This is an optimization exercise on Yosys and OpenROAD, whose aim is a short achievable clock period and few clock cycles, not a production implementation. Function was not checked in any run shown here: the RTL went through the layout flow alone. Power figures rest on the tool's default switching activity, not on a simulated workload.

--- design.v ---
module TopLevel(
	input rst,clk,
	output [31:0] imem_addr,
	input [31:0] imem_rdata,
	output [31:0] dmem_addr, dmem_wdata,
	output dmem_we, dmem_re,
	input [31:0] dmem_rdata,
	output wb_en,
	output [3:0] wb_dest,
	output [31:0] wb_data
);
	function condpass(input [3:0] c, input n, input z, input cf, input v);
		case (c)
			4'b0000: condpass = z;
			4'b0001: condpass = ~z;
			4'b0010: condpass = cf;
			4'b0011: condpass = ~cf;
			4'b0100: condpass = n;
			4'b0101: condpass = ~n;
			4'b0110: condpass = v;
			4'b0111: condpass = ~v;
			4'b1000: condpass = cf & ~z;
			4'b1001: condpass = ~cf | z;
			4'b1010: condpass = n == v;
			4'b1011: condpass = n != v;
			4'b1100: condpass = (~z & (n | v)) | (~n & ~v);
			4'b1101: condpass = z | (n != v);
			4'b1110: condpass = 1'b1;
			default: condpass = 1'b0;
		endcase
	endfunction
	reg [31:0] pc;
	reg        d_valid;
	reg [31:0] d_ir, d_pcp4;
	reg        de_valid;        
	reg [3:0]  de_cond;
	reg        de_wr, de_ld, de_st, de_setf, de_br, de_pred;
	reg [3:0]  de_rd;
	reg [31:0] de_A, de_B, de_sd, de_alt;
	reg        de_fwdA, de_fwdB, de_fwdS;
	reg        de_sub, de_cin_c, de_cin_1;
	reg        de_r_add, de_r_and, de_r_orr, de_r_eor, de_r_mov, de_r_mvn;
	reg        de_c_add, de_c_keep;
	reg        fN, fZ, fC, fV;
	reg        em_wen, em_load, em_store;
	reg [3:0]  em_rd;
	reg [31:0] em_result, em_sd;
	reg        wb_en_r;
	reg [3:0]  wb_dest_r;
	reg [31:0] wb_data_r;
	reg [31:0] R [1:15];
	wire condE = condpass(de_cond, fN, fZ, fC, fV);
	wire doE = de_valid & condE;
	wire [31:0] A = de_fwdA ? em_result : de_A;
	wire [31:0] B = de_fwdB ? em_result : de_B;
	wire [31:0] SD = de_fwdS ? em_result : de_sd;
	wire cin = de_cin_c ? fC : de_cin_1;
	wire [32:0] sum = {1'b0, A} + {1'b0, B ^ {32{de_sub}}} + {32'b0, cin};
	wire [31:0] res = ({32{de_r_add}} & sum[31:0]) |
	                  ({32{de_r_and}} & (A & B)) |
	                  ({32{de_r_orr}} & (A | B)) |
	                  ({32{de_r_eor}} & (A ^ B)) |
	                  ({32{de_r_mov}} & B) |
	                  ({32{de_r_mvn}} & ~B);
	wire coutE = (de_c_add & (sum[32] ^ de_sub)) | (de_c_keep & fC);
	wire nE = res[31];
	wire zE = (res == 32'b0) & ~coutE;
	wire vE = nE ^ coutE;
	wire mispredict = de_valid & de_br & (condE != de_pred);
	wire [3:0] cond = d_ir[31:28];
	wire [1:0] mode = d_ir[27:26];
	wire       I    = d_ir[25];
	wire [3:0] op   = d_ir[24:21];
	wire       S    = d_ir[20];
	wire [3:0] rn   = d_ir[19:16];
	wire [3:0] rd   = d_ir[15:12];
	wire [3:0] rm   = d_ir[3:0];
	wire [4:0] shamt = d_ir[11:7];
	wire [1:0] shtyp = d_ir[6:5];
	wire dp = mode == 2'b00;
	wire o_mov = op == 4'b1101, o_mvn = op == 4'b1111, o_add = op == 4'b0100, o_adc = op == 4'b0101;
	wire o_sub = op == 4'b0010, o_sbc = op == 4'b0110, o_and = op == 4'b0000, o_orr = op == 4'b1100;
	wire o_eor = op == 4'b0001, o_cmp = op == 4'b1010, o_tst = op == 4'b1000;
	wire o_wr  = o_mov | o_mvn | o_add | o_adc | o_sub | o_sbc | o_and | o_orr | o_eor;
	wire o_two = o_add | o_adc | o_sub | o_sbc | o_and | o_orr | o_eor | o_cmp | o_tst;
	wire mem  = mode == 2'b01 && op == 4'b0100;
	wire ld   = mem & S;
	wire st   = mem & ~S;
	wire br   = mode == 2'b10;
	wire wr_d   = ((dp & o_wr) | ld) & (rd != 4'b0);
	wire setf_d = dp & (S | o_cmp | o_tst);
	wire use_rn = ((dp & o_two) | mem) & (rn != 4'b0);
	wire use_rm = dp & (o_wr | o_two) & ~I & (rm != 4'b0);
	wire use_sd = st & (rd != 4'b0);
	wire shifted = shamt != 5'b0;
	wire e_wr = doE & de_wr;
	wire e_ld = doE & de_ld;
	wire hitE_rn = e_wr & (de_rd == rn);
	wire hitE_rm = e_wr & (de_rd == rm);
	wire hitE_rd = e_wr & (de_rd == rd);
	wire hitM_rn = em_wen & (em_rd == rn);
	wire hitM_rm = em_wen & (em_rd == rm);
	wire hitM_rd = em_wen & (em_rd == rd);
	wire stall = d_valid & (
		(e_ld & ((use_rn & hitE_rn) | (use_rm & hitE_rm) | (use_sd & hitE_rd))) |
		(use_rm & shifted & (hitE_rm | (hitM_rm & em_load))));
	wire [31:0] mval = em_load ? dmem_rdata : em_result;
	wire [31:0] rf_rn = (rn == 4'b0) ? 32'b0 : R[rn];
	wire [31:0] rf_rm = (rm == 4'b0) ? 32'b0 : R[rm];
	wire [31:0] rf_rd = (rd == 4'b0) ? 32'b0 : R[rd];
	wire [31:0] a_val  = hitM_rn ? mval : rf_rn;
	wire [31:0] sd_val = hitM_rd ? mval : rf_rd;
	wire [31:0] rm_base = (hitM_rm & ~em_load) ? em_result : rf_rm;
	reg [31:0] sh_val;
	always @(*) begin
		case (shtyp)
			2'b00: sh_val = rm_base << shamt;
			2'b01: sh_val = rm_base >> shamt;
			2'b10: sh_val = $signed(rm_base) >>> shamt;
			default: sh_val = (rm_base >> shamt) | (rm_base << (6'd32 - {1'b0, shamt}));
		endcase
	end
	wire [63:0] rot2 = {24'b0, d_ir[7:0], 24'b0, d_ir[7:0]} >> {d_ir[11:8], 1'b0};
	wire [31:0] b_val = mem ? {20'b0, d_ir[11:0]} :
	                    I ? rot2[31:0] :
	                    (hitM_rm & em_load) ? dmem_rdata : sh_val;
	wire flags_final = ~(de_valid & de_setf);
	wire condD = condpass(cond, fN, fZ, fC, fV);
	wire pred = flags_final ? condD : ((cond == 4'b1110) | ((cond != 4'b1111) & d_ir[23]));
	wire [31:0] target = d_pcp4 + {{6{d_ir[23]}}, d_ir[23:0], 2'b00};
	wire redirect = d_valid & br & pred;
	assign imem_addr = pc;
	wire [31:0] pc_p4 = pc + 32'd4;
	always @(posedge clk or negedge rst) begin
		if (~rst) begin
			pc <= 32'b0;
			d_valid <= 1'b0;
		end else if (mispredict) begin
			pc <= de_alt;
			d_valid <= 1'b0;
		end else if (redirect) begin
			pc <= target;
			d_valid <= 1'b0;
		end else if (~stall) begin
			pc <= pc_p4;
			d_valid <= 1'b1;
		end
	end
	always @(posedge clk) begin
		if (~stall | mispredict | redirect) begin
			d_ir <= imem_rdata;
			d_pcp4 <= pc_p4;
		end
	end
	always @(posedge clk or negedge rst) begin
		if (~rst) begin
			de_valid <= 1'b0;
		end else begin
			de_valid <= d_valid & ~stall & ~mispredict & (dp | mem | br) & (cond != 4'b1111);
		end
	end
	always @(posedge clk) begin
		de_cond <= cond;
		de_wr <= wr_d;
		de_ld <= ld;
		de_st <= st;
		de_setf <= setf_d;
		de_br <= br;
		de_pred <= pred;
		de_rd <= rd;
		de_A <= a_val;
		de_B <= b_val;
		de_sd <= sd_val;
		de_alt <= pred ? d_pcp4 : target;
		de_fwdA <= use_rn & hitE_rn;
		de_fwdB <= use_rm & hitE_rm;
		de_fwdS <= use_sd & hitE_rd;
		de_sub <= dp & (o_sub | o_sbc | o_cmp);
		de_cin_c <= dp & (o_adc | o_sbc);
		de_cin_1 <= dp & (o_sub | o_cmp);
		de_r_add <= mem | (dp & (o_add | o_adc | o_sub | o_sbc | o_cmp));
		de_r_and <= dp & (o_and | o_tst);
		de_r_orr <= dp & o_orr;
		de_r_eor <= dp & o_eor;
		de_r_mov <= dp & o_mov;
		de_r_mvn <= dp & o_mvn;
		de_c_add <= dp & (o_add | o_adc | o_sub | o_sbc | o_cmp);
		de_c_keep <= dp & (o_mov | o_mvn | o_and | o_orr | o_eor | o_tst);
	end
	always @(posedge clk or negedge rst) begin
		if (~rst) begin
			em_wen <= 1'b0;
			em_load <= 1'b0;
			em_store <= 1'b0;
			fN <= 1'b0; fZ <= 1'b0; fC <= 1'b0; fV <= 1'b0;
		end else begin
			em_wen <= doE & de_wr;
			em_load <= doE & de_ld;
			em_store <= doE & de_st;
			if (doE & de_setf) begin
				fN <= nE; fZ <= zE; fC <= coutE; fV <= vE;
			end
		end
	end
	always @(posedge clk) begin
		em_rd <= de_rd;
		em_result <= res;
		em_sd <= SD;
	end
	assign dmem_addr = em_result;
	assign dmem_wdata = em_sd;
	assign dmem_we = em_store;
	assign dmem_re = em_load;
	always @(posedge clk) begin
		if (em_wen) R[em_rd] <= mval;
	end
	always @(posedge clk or negedge rst) begin
		if (~rst) wb_en_r <= 1'b0;
		else wb_en_r <= em_wen;
	end
	always @(posedge clk) begin
		wb_dest_r <= em_rd;
		wb_data_r <= mval;
	end
	assign wb_en = wb_en_r;
	assign wb_dest = wb_dest_r;
	assign wb_data = wb_data_r;
endmodule
--- run.sh ---
#!/bin/bash
# synth_recipe.tcl (not shown) runs the flow's synth.tcl, then flattens the netlist and writes it again
# the make line also repeats each setting of config.mk as NAME=value (left out here)
make -C /OpenROAD-flow-scripts/flow DESIGN_CONFIG=/design/flow/config.mk WORK_HOME=/design/flow/orfs CLKGATE_MAP_FILE= SYNTH_SCRIPT=/design/flow/synth_recipe.tcl finish
--- config.mk ---
export PLATFORM = sky130hd
export DESIGN_NAME = TopLevel
export DESIGN_NICKNAME = TopLevel
export VERILOG_FILES = /design/flow/design.v
export SDC_FILE = /design/flow/constraint.sdc
export NUM_CORES = 4
export LEC_CHECK = 0
export CAP_MARGIN = 20
export CORE_MARGIN = 2
export CORE_UTILIZATION = 40
export SLEW_MARGIN = 20
--- constraint.sdc ---
create_clock -name core_clock -period 11.0 [get_ports {clk}]
set_input_delay 2.2000 -clock core_clock [delete_from_list [all_inputs] [get_ports {clk}]]
set_output_delay 2.2000 -clock core_clock [all_outputs]
set_load 0.01 [all_outputs]
==> results of run 1 <==
==> state kept, by name, summed over array words and instances (netlist names), 32 cells and up, named ones only <==
| signal | count |
|---|---|
| R | 480 |
| d_ir | 32 |
| d_pcp4 | 32 |
| de_A | 32 |
| de_B | 32 |
| de_alt | 32 |
| de_sd | 32 |
| em_result | 32 |
| em_sd | 32 |
| pc | 32 |
| wb_data_r | 32 |
==> cell families after synthesis <==
family                     share of synthesized area [%]
buffers and inverters                              4.477
adders and majority gates                          3.148
xor gates and xnor gates                           2.042
DFF                                                42.93
muxes                                              23.57
AOI/OAI and AO/OA                                  15.11
and+or+nand+nor                                    8.726
==> per-stage QoR <==
stage          std cells  area [um2]  util, %
2_1_floorplan       4596       53180        -
3_3_place_gp        6343       57160    43.37
3_5_place_dp        6344       57180    43.38
4_1_cts             6527       60440    45.86
5_1_grt             6527       60440    45.86
6_report            6529       60450    45.86
==> power by group <==
part / total, uW / switching (uW) / leakage (uW) / internal, uW
Clock: 3320 / 1450 / 0.00157 / 1870
Combinational: 2880 / 1720 / 0.0125 / 1160
Sequential: 4110 / 326 / 0.00788 / 3790
Total: 10300 / 3500 / 0.0219 / 6820
==> worst max-delay path, stage by stage, from the launching register on <==
cell	delay [ns]
dfxtp_4	0.91
buf_12	0.58
mux2i_1	0.17
a211oi_1	0.40
o311ai_0	0.27
o221ai_1	0.93
o22ai_1	0.23
a221oi_1	0.91
a221oi_1	0.45
o32ai_1	0.52
==> per-layer routing <==
| layer | GRT usage (%) | vias up | routed length (um) |
|---|---|---|---|
| met5 | 0 | - | 34 |
| met4 | 13.49 | 6 | 10310 |
| met3 | 8.553 | 487 | 24330 |
| met2 | 49.32 | 2693 | 99730 |
| met1 | 46.30 | 22040 | 95340 |
| li1 | - | 18190 | - |
==> layout by cell type, fill, tap and decap left out, types with 23 or more instances in the layout <==
cell,netlist,final
o211ai_1,62,62
o22ai_1,106,105
dfxtp_1,272,256
mux2_2,82,82
clkbuf_16,0,100
or3_1,29,29
nand2_1,291,291
o221ai_1,29,29
mux4_2,379,379
a21oi_1,214,214
and2_1,43,43
nand2b_1,26,25
a211oi_1,68,68
a21o_1,36,36
nor2_1,338,320
nand4_1,23,23
dfrtp_1,42,41
o21a_1,27,27
ha_1,129,129
o2111ai_1,28,28
xor2_1,42,41
o31ai_1,41,41
clkdlybuf4s50_1,0,199
a221oi_1,24,24
inv_1,213,212
o22a_1,26,26
edfxtp_1,544,544
xnor2_1,82,82
nor3_1,54,49
a31oi_1,47,47
o21ai_0,171,169
buf_4,18,143
nand3_1,86,82
a22oi_1,37,37
mux2i_1,291,291
==> cell type report <==
class	instances	area share (%)
multi-input cells	3169	46.63
inverters	217	1.348
flip-flops and latches	858	37.84
diodes	2	0.008280
repair buffers	345	5.146
well taps	1755	3.633
clock inverters	49	0.8342
clock buffers	134	4.566
==> final timing paths <==
check,from,end,slack [ns],cells after the start
max,flop,de_B[27],5.29,9
min,d_pcp4[0],de_alt[0],0.37,0
max reg2reg,flop,de_B[27],5.29,9
min reg2reg,d_pcp4[0],de_alt[0],0.37,0
max in group asynchronous,rst,em_load,8.90,2
min in group asynchronous,rst,fZ,1.59,2
==> impl_metrics.env, run 1 <==
export IMPL_port_buffers=200
export IMPL_grt_total_usage_pct=33.25
export IMPL_routed_wl_mm=229.8
export IMPL_p_leak_uw=0.02193
export IMPL_hpwl_mm=160.7
export IMPL_synth_edf_count=544
export IMPL_yosys_area_top_type_share_pct=30.72
export IMPL_min_path_type="reg2reg"
export IMPL_drt_initial_drc_count=6094
export IMPL_std_cell_rows=133
export IMPL_path_class="reg2reg"
export IMPL_hold_viol_final=0
export IMPL_fin_skew_ns=0.03593
export IMPL_grt_setup_unrepaired="false"
export IMPL_grt_start_max_net_pins=91
export IMPL_place_ws_ns=5.502
export IMPL_synth_cell_types=107
export IMPL_syn_to_final_growth_pct=13.66
export IMPL_synth_common_cells="edfxtp_1 (544), mux4_2 (379), nor2_1 (338)"
export IMPL_die_h_um=368.6
export IMPL_worst_pin_slew_ns=1.228
export IMPL_drcViolationCount=0
export IMPL_critPathRequiredTime_ns=11.61
export IMPL_final_nets=4886
export IMPL_drt_antenna_violating_nets=0
export IMPL_powerDensity_mw_per_mm2=170.6
export IMPL_fmax_mhz=175.1
export IMPL_ys_warn_count=1
export IMPL_pin_count=201
export IMPL_grt_pass1_wl_mm=322.9
export IMPL_synth_ff_type="edfxtp_1"
export IMPL_postSynthCellCount=4596
export IMPL_status="no timing/DRC/antenna violations"
export IMPL_yosys_area_top_type="edfxtp_1"
export IMPL_cts_resized=0
export IMPL_cts_tree="done"
export IMPL_overflow=0
export IMPL_gp_congestion=1.088
export IMPL_cts_root_buf="clkbuf_16"
export IMPL_finalPower_uw=10310
export IMPL_synth_area_mm2=0.05318
export IMPL_startpoint_type="flop"
export IMPL_clock_sinks=858
export IMPL_cts_setup_buffers=0
export IMPL_whs_ns=0.3734
export IMPL_fillers=12120
export IMPL_end_kind="flop"
export IMPL_yosysSeqAreaShare_pct=42.93
export IMPL_clockBufferDepth=3
export IMPL_vias_per_cell=6.649
export IMPL_cts_made_buffers=97
export IMPL_synth_most_common_cell="edfxtp_1"
export IMPL_clock_latency_ns=0.75
export IMPL_register_area_mm2=0.02287
export IMPL_irDropWorstVdd_v=0.0001199
export IMPL_start_util_pct=40.35
export IMPL_maxCapViolations=0
export IMPL_core_mm2=0.1318
export IMPL_slew_viol_final=0
export IMPL_path_clk_slew_ns=0.06
export IMPL_arrival_ns=6.32
export IMPL_grt_pass1_vias=41560
export IMPL_dieArea_mm2=0.1359
export IMPL_dr_total_vias=43410
export IMPL_synthTopCellsByArea="edfxtp_1 (31%), mux4_2 (16%), dfxtp_1 (10%)"
export IMPL_period_needed_ns=5.709
export IMPL_synthArstFlopShare_pct=4.895
export IMPL_antenna_found_initial=14
export IMPL_post_route_period_util_pct=51.90
export IMPL_cts_hold_buffers_added=0
export IMPL_relSlewSlack_pct=18.13
export IMPL_htree_levels=3
export IMPL_die_x_um=368.6
export IMPL_dr_pass1_iters=6
export IMPL_multi_input_area_mm2=0.02818
export IMPL_finalSetupViolations=0
export IMPL_cp_max_fo=89
export IMPL_avgSynthCellArea_um2=11.57
export IMPL_drive_gt1_share_pct=18.69
export IMPL_routedWlPerCell_um=35.19
export IMPL_setup_tns_final_ns=0
export IMPL_syn_nets=4794
export IMPL_ys_ff_latch=858
export IMPL_fin_ws_ns=5.291
==> run 2: changes to the inputs <==
--- a/design.v
+++ b/design.v
@@ -31,7 +31,8 @@
 	endfunction
 	reg [31:0] pc;
 	reg        d_valid;
-	reg [31:0] d_ir, d_pcp4;
+	reg [31:0] d_ir, d_pcp4, d_tgt;
+	reg        d_fpred;      
 	reg        de_valid;        
 	reg [3:0]  de_cond;
 	reg        de_wr, de_ld, de_st, de_setf, de_br, de_pred;
@@ -64,7 +65,21 @@
 	                  ({32{de_r_mvn}} & ~B);
 	wire coutE = (de_c_add & (sum[32] ^ de_sub)) | (de_c_keep & fC);
 	wire nE = res[31];
-	wire zE = (res == 32'b0) & ~coutE;
+	wire [31:0] Bs = B ^ {32{de_sub}};
+	wire a0 = A == 32'b0;
+	wire b0 = B == 32'b0;
+	wire b1 = B == 32'hFFFFFFFF;
+	wire aeqb = A == B;
+	wire and0 = (A & B) == 32'b0;
+	wire [31:0] sx = A ^ Bs;
+	wire [31:0] so = A | Bs;
+	wire sum0 = sx == {so[30:0], cin};
+	wire allz = a0 & (Bs == 32'b0) & ~cin;
+	wire zadd = de_sub ? (sum0 & ~allz) : (sum0 & allz);
+	wire zE = (de_c_add & zadd) |
+	          (~fC & ((de_r_and & and0) | (de_r_orr & a0 & b0) | (de_r_eor & aeqb) |
+	                  (de_r_mov & b0) | (de_r_mvn & b1))) |
+	          ~(de_c_add | de_c_keep);
 	wire vE = nE ^ coutE;
 	wire mispredict = de_valid & de_br & (condE != de_pred);
 	wire [3:0] cond = d_ir[31:28];
@@ -124,13 +139,22 @@
 	wire [31:0] b_val = mem ? {20'b0, d_ir[11:0]} :
 	                    I ? rot2[31:0] :
 	                    (hitM_rm & em_load) ? dmem_rdata : sh_val;
-	wire flags_final = ~(de_valid & de_setf);
+	wire e_setf = doE & de_setf;
+	wire zD = e_setf ? zE : fZ;
 	wire condD = condpass(cond, fN, fZ, fC, fV);
-	wire pred = flags_final ? condD : ((cond == 4'b1110) | ((cond != 4'b1111) & d_ir[23]));
-	wire [31:0] target = d_pcp4 + {{6{d_ir[23]}}, d_ir[23:0], 2'b00};
-	wire redirect = d_valid & br & pred;
+	wire zcond = cond[3:1] == 3'b000;
+	wire known = ~e_setf | zcond;
+	wire takenD = e_setf ? (zD ^ cond[0]) : condD;
+	wire spred = (cond == 4'b1110) | ((cond != 4'b1111) & d_ir[23]);
+	wire pred = known ? takenD : spred;
+	wire redirect = d_valid & br & (pred != d_fpred);
+	wire [31:0] target = d_tgt;
 	assign imem_addr = pc;
 	wire [31:0] pc_p4 = pc + 32'd4;
+	wire [3:0] fc = imem_rdata[31:28];
+	wire f_br = imem_rdata[27:26] == 2'b10;
+	wire f_pred = f_br & ((fc == 4'b1110) | ((fc != 4'b1111) & imem_rdata[23]));
+	wire [31:0] f_tgt = pc_p4 + {{6{imem_rdata[23]}}, imem_rdata[23:0], 2'b00};
 	always @(posedge clk or negedge rst) begin
 		if (~rst) begin
 			pc <= 32'b0;
@@ -139,10 +163,10 @@
 			pc <= de_alt;
 			d_valid <= 1'b0;
 		end else if (redirect) begin
-			pc <= target;
+			pc <= pred ? target : d_pcp4;
 			d_valid <= 1'b0;
 		end else if (~stall) begin
-			pc <= pc_p4;
+			pc <= f_pred ? f_tgt : pc_p4;
 			d_valid <= 1'b1;
 		end
 	end
@@ -150,6 +174,8 @@
 		if (~stall | mispredict | redirect) begin
 			d_ir <= imem_rdata;
 			d_pcp4 <= pc_p4;
+			d_tgt <= f_tgt;
+			d_fpred <= f_pred;
 		end
 	end
 	always @(posedge clk or negedge rst) begin
==> flow/run.sh (new file) <==
#!/bin/bash
# Standard synthesis and layout, with repair_timing asked to leave extra setup slack so that it
# optimises the design's paths below the clock period (the SDC is the standard flow's, unchanged).
set -euo pipefail
bash standard.sh finish SETUP_SLACK_MARGIN=7.5 > standard.log 2>&1
==> standard.sh (new file) <==
#!/bin/bash
# synth_recipe.tcl (not shown) runs the flow's synth.tcl, then flattens the netlist and writes it again
# the make line also repeats each setting of config.mk as NAME=value (left out here)
make -C /OpenROAD-flow-scripts/flow DESIGN_CONFIG=/design/flow/config.mk WORK_HOME=/design/flow/orfs CLKGATE_MAP_FILE= SYNTH_SCRIPT=/design/flow/synth_recipe.tcl "${@:-finish}"
removed: run.sh
==> run 2 against run 1 <==
Effect of this change:
- global-route usage increased by 1.9 points
- clock-buffer cell count rose by 9
- total power grew 26%
- sequential share of layout area fell by 5.5 points
- first-iteration DRC count grew 22%
- largest power group is now combinational logic
==> impl_metrics.env, run 2 <==
export IMPL_regMostFlops="R"
export IMPL_port_buffers=200
export IMPL_synth_most_common_cell="edfxtp_1"
export IMPL_drt_initial_drc_count=7458
export IMPL_dr_pass1_iters=8
export IMPL_die_h_um=375.6
export IMPL_die_x_um=375.6
export IMPL_synthArstFlopShare_pct=4.724
export IMPL_path_class="reg2reg"
export IMPL_clock_sinks=889
export IMPL_irDropWorstVdd_v=0.0001687
export IMPL_finalSetupViolations=0
export IMPL_drt_antenna_violating_nets=0
export IMPL_period_needed_ns=4.639
export IMPL_status="no timing/DRC/antenna violations"
export IMPL_clockBufferDepth=3
export IMPL_synth_cell_types=88
export IMPL_synthTopCellsByArea="edfxtp_1 (31%), mux4_2 (15%), dfxtp_1 (9.9%)"
export IMPL_core_mm2=0.1373
export IMPL_cts_tree="done"
export IMPL_grt_pass1_vias=45920
export IMPL_place_ws_ns=4.634
export IMPL_cts_root_buf="clkbuf_16"
export IMPL_routedWlPerCell_um=34.76
export IMPL_grt_pass1_wl_mm=353.6
export IMPL_syn_nets=5070
export IMPL_pin_count=201
export IMPL_vias_per_cell=6.587
export IMPL_startpoint_type="flop"
export IMPL_post_route_period_util_pct=42.18
export IMPL_antenna_found_initial=8
export IMPL_largest_reg_flops=480
export IMPL_ys_ff_latch=889
export IMPL_grt_total_usage_pct=35.15
export IMPL_drive_gt1_share_pct=40.29
export IMPL_hpwl_mm=163.3
export IMPL_cp_max_fo=9
export IMPL_synth_common_cells="edfxtp_1 (575), mux4_2 (366), mux2i_1 (349)"
export IMPL_routed_wl_mm=256.0
export IMPL_p_int_uw=8420
export IMPL_p_leak_uw=0.02796
export IMPL_drcViolationCount=0
export IMPL_gp_congestion=1.034
export IMPL_std_cell_rows=136
export IMPL_sequentialPowerShare_pct=33.6
export IMPL_hold_viol_final=0
export IMPL_powerDensity_mw_per_mm2=174.8
export IMPL_rr_worst_depth=15
export IMPL_fin_skew_ns=0.07599
export IMPL_htree_levels=3
export IMPL_setup_worst_path_start="de_fwdA"
export IMPL_postSynthCellCount=4841
export IMPL_relSlewSlack_pct=16.39
export IMPL_hold_depth=0
export IMPL_crit_end="fN"
export IMPL_ff2ff_setup_slack_ns=6.36
export IMPL_fmax_mhz=215.6
export IMPL_overflow=0
export IMPL_clock_latency_ns=0.77
export IMPL_dieArea_mm2=0.1410
export IMPL_fin_ws_ns=6.361
export IMPL_pwr_share_comb_pct=38.9
export IMPL_yosys_area_top_type_share_pct=31.27
export IMPL_slew_viol_final=0
export IMPL_finish_utilization_pct=53.93
export IMPL_avgSynthCellArea_um2=11.41
export IMPL_path_clk_slew_ns=0.07
export IMPL_critPathRequiredTime_ns=11.55
export IMPL_worst_pin_slew_ns=1.241
export IMPL_swShare_pct=34.96
export IMPL_grt_setup_unrepaired="true"
export IMPL_cts_made_buffers=100
export IMPL_yosys_area_top_type="edfxtp_1"
export IMPL_layout_commonest_cell="edfxtp_1"
export IMPL_grt_start_max_net_pins=95
export IMPL_syn_to_final_growth_pct=34.11
export IMPL_final_nets=5711
export IMPL_ys_warn_count=1
export IMPL_maxCapViolations=0
export IMPL_finalPower_uw=12950
export IMPL_worstReg2RegEnd="fN"
export IMPL_arrival_ns=5.19
export IMPL_synth_ff_type="edfxtp_1"
export IMPL_min_path_type="reg2reg"
export IMPL_net_switching_power_uw=4526
export IMPL_dr_total_vias=48510
export IMPL_synth_area_mm2=0.05522
export IMPL_rr_startpoint="de_fwdA"
export IMPL_start_util_pct=40.22
export IMPL_power_frac_clock_pct=27.5
export IMPL_cts_hold_buffers_added=0
export IMPL_end_kind="flop"
export IMPL_synth_edf_count=575
export IMPL_setup_tns_final_ns=0
export IMPL_yosysSeqAreaShare_pct=43.03
export IMPL_final_cell_mix="edfxtp_1 (575), buf_4 (466), mux4_2 (366)"
[run 2: cell types whose count changed after synthesis, moves of 20 or more]
cell      before  now
mux2i_1      291  349
nand3_1       86  142
mux2_2        82  125
edfxtp_1     544  575
ha_1         129  160
o21ai_0      171  202
clkbuf_1     232  262
xor2_1        42   71
nor3_1        54   81
nor4b_1        1   23
nand4_1       23   44
or3_1         29    9
[run 2: final cells by class]
type                    instances  area [um2]
diodes                          1       2.502
clock buffers                 143        2929
clock inverters                47       583.1
fillers                     11400       63260
inverters                     213       820.8
multi-input cells            3370       34440
flip-flops and latches        889       23970
well taps                    1794        2245
repair buffers                907        9061
repair inverters                1       8.758
[run 2: cells by family (layout without fill, tap and decap cells)]
kind of cell               count (synthesis)  in the layout  share of synthesized area (%)
DFF                                      889            889                          43.03
xor gates and xnor gates                 171            172                          2.726
adders and majority gates                163            163                          3.734
other                                      0              1                              0
buffers and inverters                    583           1311                          4.223
and+or+nand+nor                         1145           1145                          9.937
AOI/OAI and AO/OA                       1048           1048                          12.50
muxes                                    842            842                          23.85
[run 2: how the worst min path moves through the flow]
stage / start / to
CTS: d_pcp4[0] / de_alt[0]
finish: d_pcp4[1] / de_alt[1]
global placement: d_pcp4[0] / de_alt[0]
detailed placement: d_pcp4[0] / de_alt[0]
floorplan: em_rd[1] / wb_dest_r[1]
global route: d_pcp4[0] / de_alt[0]
[run 2: power groups by stage]
| stage | sequential (uW) | clock [uW] | combinational [uW] |
|---|---|---|---|
| global placement | 4470 | 0 | 3320 |
| finish | 4350 | 3560 | 5040 |
| detailed placement | 4480 | 0 | 3320 |
| CTS | 4330 | 3590 | 4480 |
| global route | 4380 | 3720 | 5230 |
| floorplan | 4300 | 0 | 2220 |
[run 2: routing by layer]
metal	track usage, %	vias up	routed length, um
met5	0	-	46
met4	18.75	8	16770
met3	8.596	723	30490
met2	51.32	3450	108800
met1	48.22	24290	99920
li1	-	20040	-
[run 2: worst max-delay path: stages (launching register included)]
cell	delay, ns
dfxtp_4	0.38
buf_12	0.16
buf_8	0.18
mux2i_2	0.48
inv_1	0.14
ha_1	0.32
o21a_1	0.21
o21ai_1	0.49
o311ai_4	0.17
a221oi_2	0.36
o221ai_2	0.20
or4b_4	0.56
a31oi_4	0.21
xnor2_4	0.16
a211o_1	0.30
a21boi_0	0.12
[run 2: per-stage QoR]
| stage | cells | instance area, um2 | hold WS [ns] |
|---|---|---|---|
| 6_report | 7365 | 74060 | 0.3950 |
| 4_1_cts | 7200 | 71070 | 0.3943 |
| 3_5_place_dp | 6601 | 59830 | 0.3546 |
| 2_1_floorplan | 4841 | 56050 | 0.3258 |
| 3_3_place_gp | 6600 | 59800 | 0.3729 |
| 5_1_grt | 7364 | 74060 | 0.3979 |
[run 2: timing repair]
item                                    in CTS  in global routing
pin swaps                                  169                157
endpoints found under the setup margin     478                457
gates resized for setup                   1577                318
setup buffers                              392                157
endpoints found under the hold margin        0                  0
gates cloned                                17                  7

[afterwards: timing with drivers on the ports]
The results above use ideal ports. As a check the final layouts listed here were re-extracted and re-timed, cells and wires unchanged. Step 1, drivers: a clkbuf_16 drives clk and a buf_2 each remaining input, both assumed. Step 2 adds t to the input delays and takes it off the output delays; t is the mean of the earliest and latest rising clock arrival at the registers after step 1. Input paths then give back, and output paths get back, about the clock's delay inside the block. Three values: ideal, step 1, step 2; two values: the first two.
run	shift t [ns]	setup WS [ns]	hold slack, ns	cell pins on the clock port's net
run 1	0.812	5.291 / 5.291 / 5.291	0.373 / 0.373 / 0.373	1
run 2	0.812	6.361 / 6.361 / 5.901	0.395 / 0.395 / 0.395	1
After both steps every run listed still meets setup and hold. For run 2, which loses most, drivers alone change the setup slack by 0.000 ns; drivers and shift together by -0.460 ns.
